This is an optimization exercise on Yosys and OpenROAD, whose aim is small area, not a production implementation. Only simulation tests tie the RTL to the original design; equivalence was not proved.

==> inputs of trial 56 <==
==> flow/design.v <==
module sdram_ctrl #(
    parameter CLK_FREQ_MHZ	= 100,	 
    parameter POWERUP_DELAY	= 200,	 
    parameter REFRESH_MS	= 64,	 
    parameter BURST_LENGTH	= 8,	 
    parameter ROW_WIDTH	    = 13,	 
    parameter COL_WIDTH	    = 9,	 
    parameter BA_WIDTH	    = 2,	 
    parameter tCAC		    = 2,	 
    parameter tRAC		    = 5,	 
    parameter tRP		    = 2,	 
    parameter tRC		    = 7,	 
    parameter tMRD		    = 2	     
)
(
    input			        sdram_rst,
    input			        sdram_clk,
    output	[BA_WIDTH-1:0]	ba_o,
    output		            [12:0]  a_o,
    output			        cs_n_o,
    output			        ras_n_o,
    output			        cas_n_o,
    output			        we_n_o,
    output reg	[15:0]	    dq_o,
    output reg	[1:0]	    dqm_o,
    input		[15:0]	    dq_i,
    output reg	        	dq_oe_o,
    output			        cke_o,
    output			        idle_o,
    input		[31:0]	    adr_i,
    output reg	[31:0]	    adr_o,
    input		[15:0]	    dat_i,
    output reg	[15:0]	    dat_o,
    input		[1:0]	    sel_i,
    input			        acc_i,
    output		        ack_o,
    input			        we_i
);
    localparam [3:0]
        INIT_POWERUP  = 4'b0000,
        INIT_PRE      = 4'b0001,
        INIT_REF      = 4'b0010,
        INIT_PGM_MODE = 4'b0011,
        READ          = 4'b0100,
        WRITE         = 4'b0101,
        ACTIVATE      = 4'b0110,
        PRE           = 4'b0111,
        IDLE          = 4'b1000,
        PRE_ALL       = 4'b1001,
        REF           = 4'b1010;
    reg  [3:0]  state;
    reg  [3:0]  cc;              
    reg  [10:0] rc;
    reg  [1:0]  ns;              
    reg         nc2;             
    reg         we_r;
    reg  [12:0] row_active[3:0];
    reg  [3:0]  bank_active;
    reg  [12:0] a;
    reg  [1:0]  ba;
    reg         ras_n, cas_n, we_n;
    wire s_init  = ~state[3] & ~state[2];
    wire s_pwr   = s_init & ~state[1] & ~state[0];
    wire s_ipre  = s_init & ~state[1] &  state[0];
    wire s_iref  = s_init &  state[1] & ~state[0];
    wire s_ipgm  = s_init &  state[1] &  state[0];
    wire s_read  =  state[2] & ~state[1] & ~state[0];
    wire s_write =  state[2] & ~state[1] &  state[0];
    wire s_act   =  state[2] &  state[1] & ~state[0];
    wire s_pre   =  state[2] &  state[1] &  state[0];
    wire s_idle  =  state[3] & ~state[1] & ~state[0];
    wire s_pall  =  state[3] &  state[0];
    wire s_ref   =  state[3] &  state[1];
    wire c_eq2 = ~cc[2] & cc[1] & ~cc[0];           
    wire c_ge2 = cc[3] | cc[2] | cc[1];             
    wire c_gt2 = c_ge2 & ~c_eq2;                    
    wire c_ge7 = cc[3] | (cc[2] & cc[1] & cc[0]);   
    wire c_9   = cc[3] & cc[0];                     
    wire [1:0]  curr_bank = adr_i[24:23];
    wire [12:0] curr_row = adr_i[22:10];
    wire bact = bank_active[curr_bank];
    wire hit = bact & (row_active[curr_bank] == curr_row);
    wire any_active = |bank_active;
    wire ns_idle   = (ns == 2'd0);
    wire rfsh      = s_idle & rc[10];
    wire rd_end    = s_read & c_9;
    wire disp      = (s_idle & ~rc[10]) | s_write | (rd_end & ns_idle);
    wire chw       = s_read & c_ge7 & ~c_9 & ns_idle;
    wire d_wr      = disp & acc_i & hit & we_i;
    wire d_rd      = disp & acc_i & hit & ~we_i;
    wire d_pre     = disp & acc_i & ~hit & bact;
    wire d_act     = disp & acc_i & ~bact;
    wire ch_rd     = chw & acc_i & hit & ~we_i;
    wire ch_pre    = chw & acc_i & bact & ~(hit & ~we_i);
    wire ch_act    = chw & acc_i & ~bact;
    wire act_done  = s_act & cc[1];
    wire pre_done  = s_pre & (cc[1] | cc[0]);
    wire pall_done = s_pall & (cc[1] | cc[0]);
    wire ref_done  = s_ref & cc[2] & cc[1];
    wire pwr_done  = s_pwr & rc[10] & rc[9];
    wire ipre_done = s_ipre & cc[1] & cc[0];
    wire iref_ref  = s_iref & cc[3];
    wire mrs       = s_iref & (&rc[2:0]) & cc[2] & cc[1] & cc[0];
    wire ipgm_done = s_ipgm & cc[1] & cc[0];
    wire wr_go   = d_wr | (act_done & we_r);
    wire rd_go   = d_rd | (act_done & ~we_r) | ch_rd;
    wire pre_go  = d_pre | ch_pre;
    wire act_go  = d_act | ch_act | pre_done;
    wire pall_go = (rfsh & any_active) | pwr_done;
    wire ref_go  = (rfsh & ~any_active) | pall_done | ipre_done | iref_ref;
    wire dqm_zero = rd_go | (s_read & (~c_ge7 | (ns == 2'd1)));
    assign cs_n_o  = 1'b0;
    assign cke_o   = 1'b1;
    assign ras_n_o = ras_n;
    assign cas_n_o = cas_n;
    assign we_n_o  = we_n;
    assign a_o     = {a[12:11], ~ras_n & (we_n ? a[10] : cas_n & state[0] & ~state[2]), a[9:0]};
    assign ba_o    = ba;
    assign idle_o  = state[3];
    assign ack_o   = dq_oe_o | (s_read & ~cc[2] & cc[1] & cc[0]);
    always @(posedge sdram_clk) begin
        if (sdram_rst) begin
            ras_n <= 1'b1;
            cas_n <= 1'b1;
            we_n <= 1'b1;
            dq_oe_o <= 1'b0;
            dqm_o <= 2'b11;
        end else begin
            ras_n <= ~(act_go | pre_go | pall_go | ref_go | mrs);
            cas_n <= ~(rd_go | wr_go | ref_go | mrs);
            we_n <= ~(wr_go | pre_go | pall_go | mrs);
            dq_oe_o <= wr_go;
            dqm_o <= wr_go ? ~sel_i : {2{~dqm_zero}};
        end
    end
    always @(posedge sdram_clk) begin
        if (sdram_rst)
            dq_o <= 0;
        else if (wr_go)
            dq_o <= dat_i;
    end
    always @(posedge sdram_clk) begin
        if (sdram_rst)
            ba <= 0;
        else if (s_idle | d_wr | d_rd | ch_rd)
            ba <= curr_bank;
    end
    always @(posedge sdram_clk) begin
        if (sdram_rst)
            a <= 0;
        else if (act_go)
            a <= curr_row;
        else if (wr_go | rd_go) begin
            a[12:11] <= adr_i[12:11];
            a[9:0] <= adr_i[10:1];
        end else if (mrs)
            a <= 13'h0223;
    end
    always @(posedge sdram_clk) begin
        if ((disp & acc_i & hit & (s_idle | we_i)) | act_done | (s_read & c_eq2))
            adr_o <= adr_i;
        else if (s_read & c_gt2)
            adr_o[3:1] <= adr_o[3:1] + 3'd1;
    end
    always @(posedge sdram_clk)
        if (s_read & c_ge2)
            dat_o <= dq_i;
    always @(posedge sdram_clk)
        if (disp | chw)
            we_r <= we_i;
    always @(posedge sdram_clk) begin
        if (sdram_rst | pall_done)
            bank_active <= 0;
        else if (pre_done)
            bank_active[curr_bank] <= 1'b0;
        else if (act_done)
            bank_active[curr_bank] <= 1'b1;
    end
    always @(posedge sdram_clk)
        if (act_done)
            row_active[curr_bank] <= curr_row;
    always @(posedge sdram_clk) begin
        if (ch_rd)
            ns <= 2'd1;
        else if (ch_pre)
            ns <= 2'd2;
        else if (ch_act)
            ns <= 2'd3;
        else if (~s_read | c_9)
            ns <= 2'd0;
        if (ns_idle)
            nc2 <= ~cc[3];
    end
    always @(posedge sdram_clk) begin
        if (sdram_rst)
            cc <= 4'd15;
        else if (s_idle | s_write | pwr_done | ipre_done | iref_ref | mrs |
                 pre_done | pall_done | act_done | (rd_end & ns_idle))
            cc <= 4'd0;
        else if (rd_end)
            cc <= {2'b00, nc2, ~nc2};
        else
            cc <= cc + 4'd1;
    end
    always @(posedge sdram_clk) begin
        if (sdram_rst)
            rc <= 11'd285;
        else if (mrs | rfsh)
            rc <= 11'd243;
        else
            rc <= rc + {10'd0, s_pwr ? (&cc) : (~rc[10] | iref_ref)};
    end
    always @(posedge sdram_clk) begin
        if (sdram_rst)
            state <= INIT_POWERUP;
        else if (pwr_done)
            state <= INIT_PRE;
        else if (ipre_done)
            state <= INIT_REF;
        else if (mrs)
            state <= INIT_PGM_MODE;
        else if (ipgm_done | ref_done)
            state <= IDLE;
        else if (rfsh)
            state <= any_active ? PRE_ALL : REF;
        else if (pall_done)
            state <= REF;
        else if (pre_done)
            state <= ACTIVATE;
        else if (act_done)
            state <= we_r ? WRITE : READ;
        else if (rd_end & ~ns_idle)
            state <= (ns == 2'd1) ? READ : (ns == 2'd2) ? PRE : ACTIVATE;
        else if (disp) begin
            if (d_pre)
                state <= PRE;
            else if (d_act)
                state <= ACTIVATE;
            else if (d_wr & ~rd_end)
                state <= WRITE;
            else if (d_rd & ~rd_end)
                state <= READ;
            else
                state <= IDLE;
        end
    end
endmodule
==> flow/flow/run.sh <==
#!/bin/bash
# Standard ORFS layout with smaller port buffers and small clock buffers
# without dummy loads.
set -euo pipefail
bash standard.sh \
  "BUFFER_PORTS_ARGS=-buffer_cell sky130_fd_sc_hd__buf_1" \
  "CTS_ARGS=-sink_clustering_enable -repair_clock_nets -buf_list {sky130_fd_sc_hd__clkbuf_4 sky130_fd_sc_hd__clkbuf_8} -dont_use_dummy_load" \
  finish > make_finish.log 2>&1
==> flow/standard.sh <==
#!/bin/bash
# synth_recipe.tcl (not shown) runs the flow's synth.tcl, then flattens the netlist and writes it again
# the make line also repeats each setting of config.mk as NAME=value (left out here)
make -C /OpenROAD-flow-scripts/flow DESIGN_CONFIG=/design/flow/config.mk WORK_HOME=/design/flow/orfs CLKGATE_MAP_FILE= SYNTH_SCRIPT=/design/flow/synth_recipe.tcl "${@:-finish}"
==> flow/config.mk <==
export PLATFORM = sky130hd
export DESIGN_NAME = sdram_ctrl
export DESIGN_NICKNAME = sdram_ctrl
export VERILOG_FILES = /design/flow/design.v
export SDC_FILE = /design/flow/constraint.sdc
export NUM_CORES = 4
export LEC_CHECK = 0
export CAP_MARGIN = 20
export CORE_MARGIN = 2
export CORE_UTILIZATION = 60
export SLEW_MARGIN = 20
==> flow/constraint.sdc <==
create_clock -name core_clock -period 10.0 [get_ports {sdram_clk}]
set_input_delay 2.0000 -clock core_clock [delete_from_list [all_inputs] [get_ports {sdram_clk}]]
set_output_delay 2.0000 -clock core_clock [all_outputs]
set_load 0.01 [all_outputs]
==> build 33 (differences from trial 56) <==
CORE_UTILIZATION = 75   (was 60)
==> results.toml <==
[pwr]
power.total_mw = 1.44
power_density_nw_per_um2 = 184

[sta]
period_share_pct = 48.3

[route]
drt_iter0_markers = 423

[setup_path]
reg2reg_to = "a[9]"

[global_routing]
grt_max_degree = 41

[placed_design]
place.gp.congestion = 0.890

[outcome]
status = "finished clean"
-- figures above: trial 56

==> results.toml <==
[setup_path]
reg2reg_to = "a[0]"

[pwr]
power_density_nw_per_um2 = 187
power.total_mw = 1.45

[outcome]
status = "finished clean"

[placed_design]
place.gp.congestion = 1.01

[sta]
period_share_pct = 48.3
-- figures above: build 33

==> port drivers added, routing unchanged <==
The flow's constraints put no driver on any port. The routed layouts listed below were extracted and timed again, unchanged, in two steps. Step 1 (the two cells are an assumption about what drives the block):
set clk [get_ports {sdram_clk}]
set_driving_cell -lib_cell sky130_fd_sc_hd__clkbuf_16 $clk
set_driving_cell -lib_cell sky130_fd_sc_hd__buf_2 [delete_from_list [all_inputs] $clk]
Step 2 also shifts input and output timing later by t, the mid clock arrival at the registers, as if the neighbouring blocks saw the same clock. a / b / c = no drivers / after step 1 / after step 2; a / b = the first two.
run | t (ns) | setup slack, ns | worst setup path at the end | worst register clock-pin slew, ns | pins driven straight from the clock port
trial 56 | 0.462 | 5.174 / 5.188 / 4.726 | input to register | 0.08 / 0.08 | 1
build 33 | 0.468 | 5.168 / 5.174 / 4.706 | input to register | 0.09 / 0.09 | 1
After both steps setup and hold are still met in every run listed. The setup slack of build 33, which loses most, moves by +0.006 ns with the drivers and by -0.462 ns with both steps.
